This design comes from an exercise in tuning for small area, a short achievable clock period and few clock cycles per item on the open sky130 flow, not from production work.
Function was checked by simulation only, so behaviour that the tests miss may differ from the original.

===== run.sh =====
#!/bin/bash
# synth_recipe.tcl (not shown) runs the flow's synth.tcl, then flattens the netlist and writes it again
# the make line also repeats each setting of config.mk as NAME=value (left out here)
make -C /OpenROAD-flow-scripts/flow DESIGN_CONFIG=/design/flow/config.mk WORK_HOME=/design/flow/orfs CLKGATE_MAP_FILE= SYNTH_SCRIPT=/design/flow/synth_recipe.tcl finish

===== config.mk =====
export PLATFORM = sky130hd
export DESIGN_NAME = atanh
export DESIGN_NICKNAME = atanh
export VERILOG_FILES = /design/flow/design.v
export SDC_FILE = /design/flow/constraint.sdc
export NUM_CORES = 4
export LEC_CHECK = 0
export CAP_MARGIN = 20
export CORE_MARGIN = 2
export CORE_UTILIZATION = 40
export PLACE_DENSITY = 0.6
export SLEW_MARGIN = 20

===== constraint.sdc =====
create_clock -name core_clock -period 7.5 [get_ports {clk}]
set_input_delay 1.5000 -clock core_clock [delete_from_list [all_inputs] [get_ports {clk}]]
set_output_delay 1.5000 -clock core_clock [all_outputs]
set_load 0.01 [all_outputs]

===== design.v =====
module atanh (
  input                     clk,
  input                     rstn,
  input                     trig,
  input  signed       [8:0] tanha,
  output logic              vld,
  output logic signed [8:0] a2_latch
);
  logic signed [8:0] a2;
  always_comb begin
    case (tanha)
      9'd0: a2 = 9'h1ff;
      9'd1: a2 = 9'h000;
      9'd2: a2 = 9'h001;
      9'd3: a2 = 9'h001;
      9'd4: a2 = 9'h002;
      9'd5: a2 = 9'h003;
      9'd6: a2 = 9'h003;
      9'd7: a2 = 9'h004;
      9'd8: a2 = 9'h005;
      9'd9: a2 = 9'h005;
      9'd10: a2 = 9'h006;
      9'd11: a2 = 9'h007;
      9'd12: a2 = 9'h007;
      9'd13: a2 = 9'h008;
      9'd14: a2 = 9'h008;
      9'd15: a2 = 9'h009;
      9'd16: a2 = 9'h00a;
      9'd17: a2 = 9'h00a;
      9'd18: a2 = 9'h00b;
      9'd19: a2 = 9'h00c;
      9'd20: a2 = 9'h00c;
      9'd21: a2 = 9'h00d;
      9'd22: a2 = 9'h00e;
      9'd23: a2 = 9'h00e;
      9'd24: a2 = 9'h00f;
      9'd25: a2 = 9'h00f;
      9'd26: a2 = 9'h010;
      9'd27: a2 = 9'h011;
      9'd28: a2 = 9'h011;
      9'd29: a2 = 9'h012;
      9'd30: a2 = 9'h013;
      9'd31: a2 = 9'h013;
      9'd32: a2 = 9'h014;
      9'd33: a2 = 9'h015;
      9'd34: a2 = 9'h015;
      9'd35: a2 = 9'h016;
      9'd36: a2 = 9'h017;
      9'd37: a2 = 9'h017;
      9'd38: a2 = 9'h018;
      9'd39: a2 = 9'h019;
      9'd40: a2 = 9'h019;
      9'd41: a2 = 9'h01a;
      9'd42: a2 = 9'h01a;
      9'd43: a2 = 9'h01b;
      9'd44: a2 = 9'h01c;
      9'd45: a2 = 9'h01c;
      9'd46: a2 = 9'h01d;
      9'd47: a2 = 9'h01e;
      9'd48: a2 = 9'h01e;
      9'd49: a2 = 9'h01f;
      9'd50: a2 = 9'h020;
      9'd51: a2 = 9'h020;
      9'd52: a2 = 9'h021;
      9'd53: a2 = 9'h022;
      9'd54: a2 = 9'h022;
      9'd55: a2 = 9'h023;
      9'd56: a2 = 9'h024;
      9'd57: a2 = 9'h024;
      9'd58: a2 = 9'h025;
      9'd59: a2 = 9'h026;
      9'd60: a2 = 9'h026;
      9'd61: a2 = 9'h027;
      9'd62: a2 = 9'h028;
      9'd63: a2 = 9'h028;
      9'd64: a2 = 9'h029;
      9'd65: a2 = 9'h02a;
      9'd66: a2 = 9'h02a;
      9'd67: a2 = 9'h02b;
      9'd68: a2 = 9'h02c;
      9'd69: a2 = 9'h02d;
      9'd70: a2 = 9'h02d;
      9'd71: a2 = 9'h02e;
      9'd72: a2 = 9'h02f;
      9'd73: a2 = 9'h02f;
      9'd74: a2 = 9'h030;
      9'd75: a2 = 9'h031;
      9'd76: a2 = 9'h031;
      9'd77: a2 = 9'h032;
      9'd78: a2 = 9'h033;
      9'd79: a2 = 9'h033;
      9'd80: a2 = 9'h034;
      9'd81: a2 = 9'h035;
      9'd82: a2 = 9'h036;
      9'd83: a2 = 9'h036;
      9'd84: a2 = 9'h037;
      9'd85: a2 = 9'h038;
      9'd86: a2 = 9'h038;
      9'd87: a2 = 9'h039;
      9'd88: a2 = 9'h03a;
      9'd89: a2 = 9'h03b;
      9'd90: a2 = 9'h03b;
      9'd91: a2 = 9'h03c;
      9'd92: a2 = 9'h03d;
      9'd93: a2 = 9'h03e;
      9'd94: a2 = 9'h03e;
      9'd95: a2 = 9'h03f;
      9'd96: a2 = 9'h040;
      9'd97: a2 = 9'h040;
      9'd98: a2 = 9'h041;
      9'd99: a2 = 9'h042;
      9'd100: a2 = 9'h043;
      9'd101: a2 = 9'h043;
      9'd102: a2 = 9'h044;
      9'd103: a2 = 9'h045;
      9'd104: a2 = 9'h046;
      9'd105: a2 = 9'h047;
      9'd106: a2 = 9'h047;
      9'd107: a2 = 9'h048;
      9'd108: a2 = 9'h049;
      9'd109: a2 = 9'h04a;
      9'd110: a2 = 9'h04a;
      9'd111: a2 = 9'h04b;
      9'd112: a2 = 9'h04c;
      9'd113: a2 = 9'h04d;
      9'd114: a2 = 9'h04e;
      9'd115: a2 = 9'h04e;
      9'd116: a2 = 9'h04f;
      9'd117: a2 = 9'h050;
      9'd118: a2 = 9'h051;
      9'd119: a2 = 9'h052;
      9'd120: a2 = 9'h052;
      9'd121: a2 = 9'h053;
      9'd122: a2 = 9'h054;
      9'd123: a2 = 9'h055;
      9'd124: a2 = 9'h056;
      9'd125: a2 = 9'h056;
      9'd126: a2 = 9'h057;
      9'd127: a2 = 9'h058;
      9'd128: a2 = 9'h059;
      9'd129: a2 = 9'h05a;
      9'd130: a2 = 9'h05b;
      9'd131: a2 = 9'h05c;
      9'd132: a2 = 9'h05c;
      9'd133: a2 = 9'h05d;
      9'd134: a2 = 9'h05e;
      9'd135: a2 = 9'h05f;
      9'd136: a2 = 9'h060;
      9'd137: a2 = 9'h061;
      9'd138: a2 = 9'h062;
      9'd139: a2 = 9'h063;
      9'd140: a2 = 9'h064;
      9'd141: a2 = 9'h064;
      9'd142: a2 = 9'h065;
      9'd143: a2 = 9'h066;
      9'd144: a2 = 9'h067;
      9'd145: a2 = 9'h068;
      9'd146: a2 = 9'h069;
      9'd147: a2 = 9'h06a;
      9'd148: a2 = 9'h06b;
      9'd149: a2 = 9'h06c;
      9'd150: a2 = 9'h06d;
      9'd151: a2 = 9'h06e;
      9'd152: a2 = 9'h06f;
      9'd153: a2 = 9'h070;
      9'd154: a2 = 9'h071;
      9'd155: a2 = 9'h072;
      9'd156: a2 = 9'h073;
      9'd157: a2 = 9'h074;
      9'd158: a2 = 9'h075;
      9'd159: a2 = 9'h076;
      9'd160: a2 = 9'h077;
      9'd161: a2 = 9'h078;
      9'd162: a2 = 9'h079;
      9'd163: a2 = 9'h07a;
      9'd164: a2 = 9'h07b;
      9'd165: a2 = 9'h07c;
      9'd166: a2 = 9'h07d;
      9'd167: a2 = 9'h07f;
      9'd168: a2 = 9'h080;
      9'd169: a2 = 9'h081;
      9'd170: a2 = 9'h082;
      9'd171: a2 = 9'h083;
      9'd172: a2 = 9'h084;
      9'd173: a2 = 9'h085;
      9'd174: a2 = 9'h087;
      9'd175: a2 = 9'h088;
      9'd176: a2 = 9'h089;
      9'd177: a2 = 9'h08a;
      9'd178: a2 = 9'h08b;
      9'd179: a2 = 9'h08d;
      9'd180: a2 = 9'h08e;
      9'd181: a2 = 9'h08f;
      9'd182: a2 = 9'h090;
      9'd183: a2 = 9'h092;
      9'd184: a2 = 9'h093;
      9'd185: a2 = 9'h094;
      9'd186: a2 = 9'h096;
      9'd187: a2 = 9'h097;
      9'd188: a2 = 9'h098;
      9'd189: a2 = 9'h09a;
      9'd190: a2 = 9'h09b;
      9'd191: a2 = 9'h09d;
      9'd192: a2 = 9'h09e;
      9'd193: a2 = 9'h0a0;
      9'd194: a2 = 9'h0a1;
      9'd195: a2 = 9'h0a3;
      9'd196: a2 = 9'h0a4;
      9'd197: a2 = 9'h0a6;
      9'd198: a2 = 9'h0a7;
      9'd199: a2 = 9'h0a9;
      9'd200: a2 = 9'h0aa;
      9'd201: a2 = 9'h0ac;
      9'd202: a2 = 9'h0ae;
      9'd203: a2 = 9'h0af;
      9'd204: a2 = 9'h0b1;
      9'd205: a2 = 9'h0b3;
      9'd206: a2 = 9'h0b5;
      9'd207: a2 = 9'h0b6;
      9'd208: a2 = 9'h0b6;
      9'd209: a2 = 9'h0b6;
      9'd210: a2 = 9'h0b6;
      9'd211: a2 = 9'h0b6;
      9'd212: a2 = 9'h0b6;
      9'd213: a2 = 9'h0b6;
      9'd214: a2 = 9'h0b6;
      9'd215: a2 = 9'h0b6;
      9'd216: a2 = 9'h0b6;
      9'd217: a2 = 9'h0b6;
      9'd218: a2 = 9'h0b6;
      9'd219: a2 = 9'h0b6;
      9'd220: a2 = 9'h0b6;
      9'd221: a2 = 9'h0b6;
      9'd222: a2 = 9'h0b6;
      9'd223: a2 = 9'h0b6;
      9'd224: a2 = 9'h0b6;
      9'd225: a2 = 9'h0b6;
      9'd226: a2 = 9'h0b6;
      9'd227: a2 = 9'h0b6;
      9'd228: a2 = 9'h0b6;
      9'd229: a2 = 9'h0b6;
      9'd230: a2 = 9'h0b6;
      9'd231: a2 = 9'h0b6;
      9'd232: a2 = 9'h0b6;
      9'd233: a2 = 9'h0b6;
      9'd234: a2 = 9'h0b6;
      9'd235: a2 = 9'h0b6;
      9'd236: a2 = 9'h0b6;
      9'd237: a2 = 9'h0b6;
      9'd238: a2 = 9'h0b6;
      9'd239: a2 = 9'h0b6;
      9'd240: a2 = 9'h0b6;
      9'd241: a2 = 9'h0b6;
      9'd242: a2 = 9'h0b6;
      9'd243: a2 = 9'h0b6;
      9'd244: a2 = 9'h0b6;
      9'd245: a2 = 9'h0b6;
      9'd246: a2 = 9'h0b6;
      9'd247: a2 = 9'h0b6;
      9'd248: a2 = 9'h0b6;
      9'd249: a2 = 9'h0b6;
      9'd250: a2 = 9'h0b6;
      9'd251: a2 = 9'h0b6;
      9'd252: a2 = 9'h0b6;
      9'd253: a2 = 9'h0b6;
      9'd254: a2 = 9'h0b6;
      9'd255: a2 = 9'h0b6;
      9'd256: a2 = 9'h149;
      9'd257: a2 = 9'h149;
      9'd258: a2 = 9'h149;
      9'd259: a2 = 9'h149;
      9'd260: a2 = 9'h149;
      9'd261: a2 = 9'h149;
      9'd262: a2 = 9'h149;
      9'd263: a2 = 9'h149;
      9'd264: a2 = 9'h149;
      9'd265: a2 = 9'h149;
      9'd266: a2 = 9'h149;
      9'd267: a2 = 9'h149;
      9'd268: a2 = 9'h149;
      9'd269: a2 = 9'h149;
      9'd270: a2 = 9'h149;
      9'd271: a2 = 9'h149;
      9'd272: a2 = 9'h149;
      9'd273: a2 = 9'h149;
      9'd274: a2 = 9'h149;
      9'd275: a2 = 9'h149;
      9'd276: a2 = 9'h149;
      9'd277: a2 = 9'h149;
      9'd278: a2 = 9'h149;
      9'd279: a2 = 9'h149;
      9'd280: a2 = 9'h149;
      9'd281: a2 = 9'h149;
      9'd282: a2 = 9'h149;
      9'd283: a2 = 9'h149;
      9'd284: a2 = 9'h149;
      9'd285: a2 = 9'h149;
      9'd286: a2 = 9'h149;
      9'd287: a2 = 9'h149;
      9'd288: a2 = 9'h149;
      9'd289: a2 = 9'h149;
      9'd290: a2 = 9'h149;
      9'd291: a2 = 9'h149;
      9'd292: a2 = 9'h149;
      9'd293: a2 = 9'h149;
      9'd294: a2 = 9'h149;
      9'd295: a2 = 9'h149;
      9'd296: a2 = 9'h149;
      9'd297: a2 = 9'h149;
      9'd298: a2 = 9'h149;
      9'd299: a2 = 9'h149;
      9'd300: a2 = 9'h149;
      9'd301: a2 = 9'h149;
      9'd302: a2 = 9'h149;
      9'd303: a2 = 9'h149;
      9'd304: a2 = 9'h149;
      9'd305: a2 = 9'h149;
      9'd306: a2 = 9'h14a;
      9'd307: a2 = 9'h14c;
      9'd308: a2 = 9'h14e;
      9'd309: a2 = 9'h150;
      9'd310: a2 = 9'h151;
      9'd311: a2 = 9'h153;
      9'd312: a2 = 9'h155;
      9'd313: a2 = 9'h156;
      9'd314: a2 = 9'h158;
      9'd315: a2 = 9'h159;
      9'd316: a2 = 9'h15b;
      9'd317: a2 = 9'h15c;
      9'd318: a2 = 9'h15e;
      9'd319: a2 = 9'h15f;
      9'd320: a2 = 9'h161;
      9'd321: a2 = 9'h162;
      9'd322: a2 = 9'h164;
      9'd323: a2 = 9'h165;
      9'd324: a2 = 9'h167;
      9'd325: a2 = 9'h168;
      9'd326: a2 = 9'h169;
      9'd327: a2 = 9'h16b;
      9'd328: a2 = 9'h16c;
      9'd329: a2 = 9'h16d;
      9'd330: a2 = 9'h16f;
      9'd331: a2 = 9'h170;
      9'd332: a2 = 9'h171;
      9'd333: a2 = 9'h172;
      9'd334: a2 = 9'h174;
      9'd335: a2 = 9'h175;
      9'd336: a2 = 9'h176;
      9'd337: a2 = 9'h177;
      9'd338: a2 = 9'h178;
      9'd339: a2 = 9'h17a;
      9'd340: a2 = 9'h17b;
      9'd341: a2 = 9'h17c;
      9'd342: a2 = 9'h17d;
      9'd343: a2 = 9'h17e;
      9'd344: a2 = 9'h17f;
      9'd345: a2 = 9'h180;
      9'd346: a2 = 9'h182;
      9'd347: a2 = 9'h183;
      9'd348: a2 = 9'h184;
      9'd349: a2 = 9'h185;
      9'd350: a2 = 9'h186;
      9'd351: a2 = 9'h187;
      9'd352: a2 = 9'h188;
      9'd353: a2 = 9'h189;
      9'd354: a2 = 9'h18a;
      9'd355: a2 = 9'h18b;
      9'd356: a2 = 9'h18c;
      9'd357: a2 = 9'h18d;
      9'd358: a2 = 9'h18e;
      9'd359: a2 = 9'h18f;
      9'd360: a2 = 9'h190;
      9'd361: a2 = 9'h191;
      9'd362: a2 = 9'h192;
      9'd363: a2 = 9'h193;
      9'd364: a2 = 9'h194;
      9'd365: a2 = 9'h195;
      9'd366: a2 = 9'h196;
      9'd367: a2 = 9'h197;
      9'd368: a2 = 9'h198;
      9'd369: a2 = 9'h199;
      9'd370: a2 = 9'h19a;
      9'd371: a2 = 9'h19b;
      9'd372: a2 = 9'h19b;
      9'd373: a2 = 9'h19c;
      9'd374: a2 = 9'h19d;
      9'd375: a2 = 9'h19e;
      9'd376: a2 = 9'h19f;
      9'd377: a2 = 9'h1a0;
      9'd378: a2 = 9'h1a1;
      9'd379: a2 = 9'h1a2;
      9'd380: a2 = 9'h1a3;
      9'd381: a2 = 9'h1a3;
      9'd382: a2 = 9'h1a4;
      9'd383: a2 = 9'h1a5;
      9'd384: a2 = 9'h1a6;
      9'd385: a2 = 9'h1a7;
      9'd386: a2 = 9'h1a8;
      9'd387: a2 = 9'h1a9;
      9'd388: a2 = 9'h1a9;
      9'd389: a2 = 9'h1aa;
      9'd390: a2 = 9'h1ab;
      9'd391: a2 = 9'h1ac;
      9'd392: a2 = 9'h1ad;
      9'd393: a2 = 9'h1ad;
      9'd394: a2 = 9'h1ae;
      9'd395: a2 = 9'h1af;
      9'd396: a2 = 9'h1b0;
      9'd397: a2 = 9'h1b1;
      9'd398: a2 = 9'h1b1;
      9'd399: a2 = 9'h1b2;
      9'd400: a2 = 9'h1b3;
      9'd401: a2 = 9'h1b4;
      9'd402: a2 = 9'h1b5;
      9'd403: a2 = 9'h1b5;
      9'd404: a2 = 9'h1b6;
      9'd405: a2 = 9'h1b7;
      9'd406: a2 = 9'h1b8;
      9'd407: a2 = 9'h1b8;
      9'd408: a2 = 9'h1b9;
      9'd409: a2 = 9'h1ba;
      9'd410: a2 = 9'h1bb;
      9'd411: a2 = 9'h1bc;
      9'd412: a2 = 9'h1bc;
      9'd413: a2 = 9'h1bd;
      9'd414: a2 = 9'h1be;
      9'd415: a2 = 9'h1bf;
      9'd416: a2 = 9'h1bf;
      9'd417: a2 = 9'h1c0;
      9'd418: a2 = 9'h1c1;
      9'd419: a2 = 9'h1c1;
      9'd420: a2 = 9'h1c2;
      9'd421: a2 = 9'h1c3;
      9'd422: a2 = 9'h1c4;
      9'd423: a2 = 9'h1c4;
      9'd424: a2 = 9'h1c5;
      9'd425: a2 = 9'h1c6;
      9'd426: a2 = 9'h1c7;
      9'd427: a2 = 9'h1c7;
      9'd428: a2 = 9'h1c8;
      9'd429: a2 = 9'h1c9;
      9'd430: a2 = 9'h1c9;
      9'd431: a2 = 9'h1ca;
      9'd432: a2 = 9'h1cb;
      9'd433: a2 = 9'h1cc;
      9'd434: a2 = 9'h1cc;
      9'd435: a2 = 9'h1cd;
      9'd436: a2 = 9'h1ce;
      9'd437: a2 = 9'h1ce;
      9'd438: a2 = 9'h1cf;
      9'd439: a2 = 9'h1d0;
      9'd440: a2 = 9'h1d0;
      9'd441: a2 = 9'h1d1;
      9'd442: a2 = 9'h1d2;
      9'd443: a2 = 9'h1d2;
      9'd444: a2 = 9'h1d3;
      9'd445: a2 = 9'h1d4;
      9'd446: a2 = 9'h1d5;
      9'd447: a2 = 9'h1d5;
      9'd448: a2 = 9'h1d6;
      9'd449: a2 = 9'h1d7;
      9'd450: a2 = 9'h1d7;
      9'd451: a2 = 9'h1d8;
      9'd452: a2 = 9'h1d9;
      9'd453: a2 = 9'h1d9;
      9'd454: a2 = 9'h1da;
      9'd455: a2 = 9'h1db;
      9'd456: a2 = 9'h1db;
      9'd457: a2 = 9'h1dc;
      9'd458: a2 = 9'h1dd;
      9'd459: a2 = 9'h1dd;
      9'd460: a2 = 9'h1de;
      9'd461: a2 = 9'h1df;
      9'd462: a2 = 9'h1df;
      9'd463: a2 = 9'h1e0;
      9'd464: a2 = 9'h1e1;
      9'd465: a2 = 9'h1e1;
      9'd466: a2 = 9'h1e2;
      9'd467: a2 = 9'h1e3;
      9'd468: a2 = 9'h1e3;
      9'd469: a2 = 9'h1e4;
      9'd470: a2 = 9'h1e5;
      9'd471: a2 = 9'h1e5;
      9'd472: a2 = 9'h1e6;
      9'd473: a2 = 9'h1e6;
      9'd474: a2 = 9'h1e7;
      9'd475: a2 = 9'h1e8;
      9'd476: a2 = 9'h1e8;
      9'd477: a2 = 9'h1e9;
      9'd478: a2 = 9'h1ea;
      9'd479: a2 = 9'h1ea;
      9'd480: a2 = 9'h1eb;
      9'd481: a2 = 9'h1ec;
      9'd482: a2 = 9'h1ec;
      9'd483: a2 = 9'h1ed;
      9'd484: a2 = 9'h1ee;
      9'd485: a2 = 9'h1ee;
      9'd486: a2 = 9'h1ef;
      9'd487: a2 = 9'h1f0;
      9'd488: a2 = 9'h1f0;
      9'd489: a2 = 9'h1f1;
      9'd490: a2 = 9'h1f1;
      9'd491: a2 = 9'h1f2;
      9'd492: a2 = 9'h1f3;
      9'd493: a2 = 9'h1f3;
      9'd494: a2 = 9'h1f4;
      9'd495: a2 = 9'h1f5;
      9'd496: a2 = 9'h1f5;
      9'd497: a2 = 9'h1f6;
      9'd498: a2 = 9'h1f7;
      9'd499: a2 = 9'h1f7;
      9'd500: a2 = 9'h1f8;
      9'd501: a2 = 9'h1f8;
      9'd502: a2 = 9'h1f9;
      9'd503: a2 = 9'h1fa;
      9'd504: a2 = 9'h1fa;
      9'd505: a2 = 9'h1fb;
      9'd506: a2 = 9'h1fc;
      9'd507: a2 = 9'h1fc;
      9'd508: a2 = 9'h1fd;
      9'd509: a2 = 9'h1fe;
      9'd510: a2 = 9'h1fe;
      9'd511: a2 = 9'h1ff;
      default: a2 = 9'h000;
    endcase
  end
  always_ff @(posedge clk or negedge rstn) begin
    if (!rstn) vld <= 1'b0;
    else vld <= trig;
  end
  always_ff @(posedge clk or negedge rstn) begin
    if (!rstn) a2_latch <= 9'd0;
    else if (trig) a2_latch <= a2;
  end
endmodule

==> flow_summary.toml <==
[run_status]
status = "stopped before the end"
haltStage = "1_2_yosys"
firstError = "ERROR: TCL interpreter returned an error: Source files actually used in the design:"

[logic_synthesis]
synth_warnings = 1
Testbench counts, summed over its fixed seeds: cycles 2,048, ops 2,048.
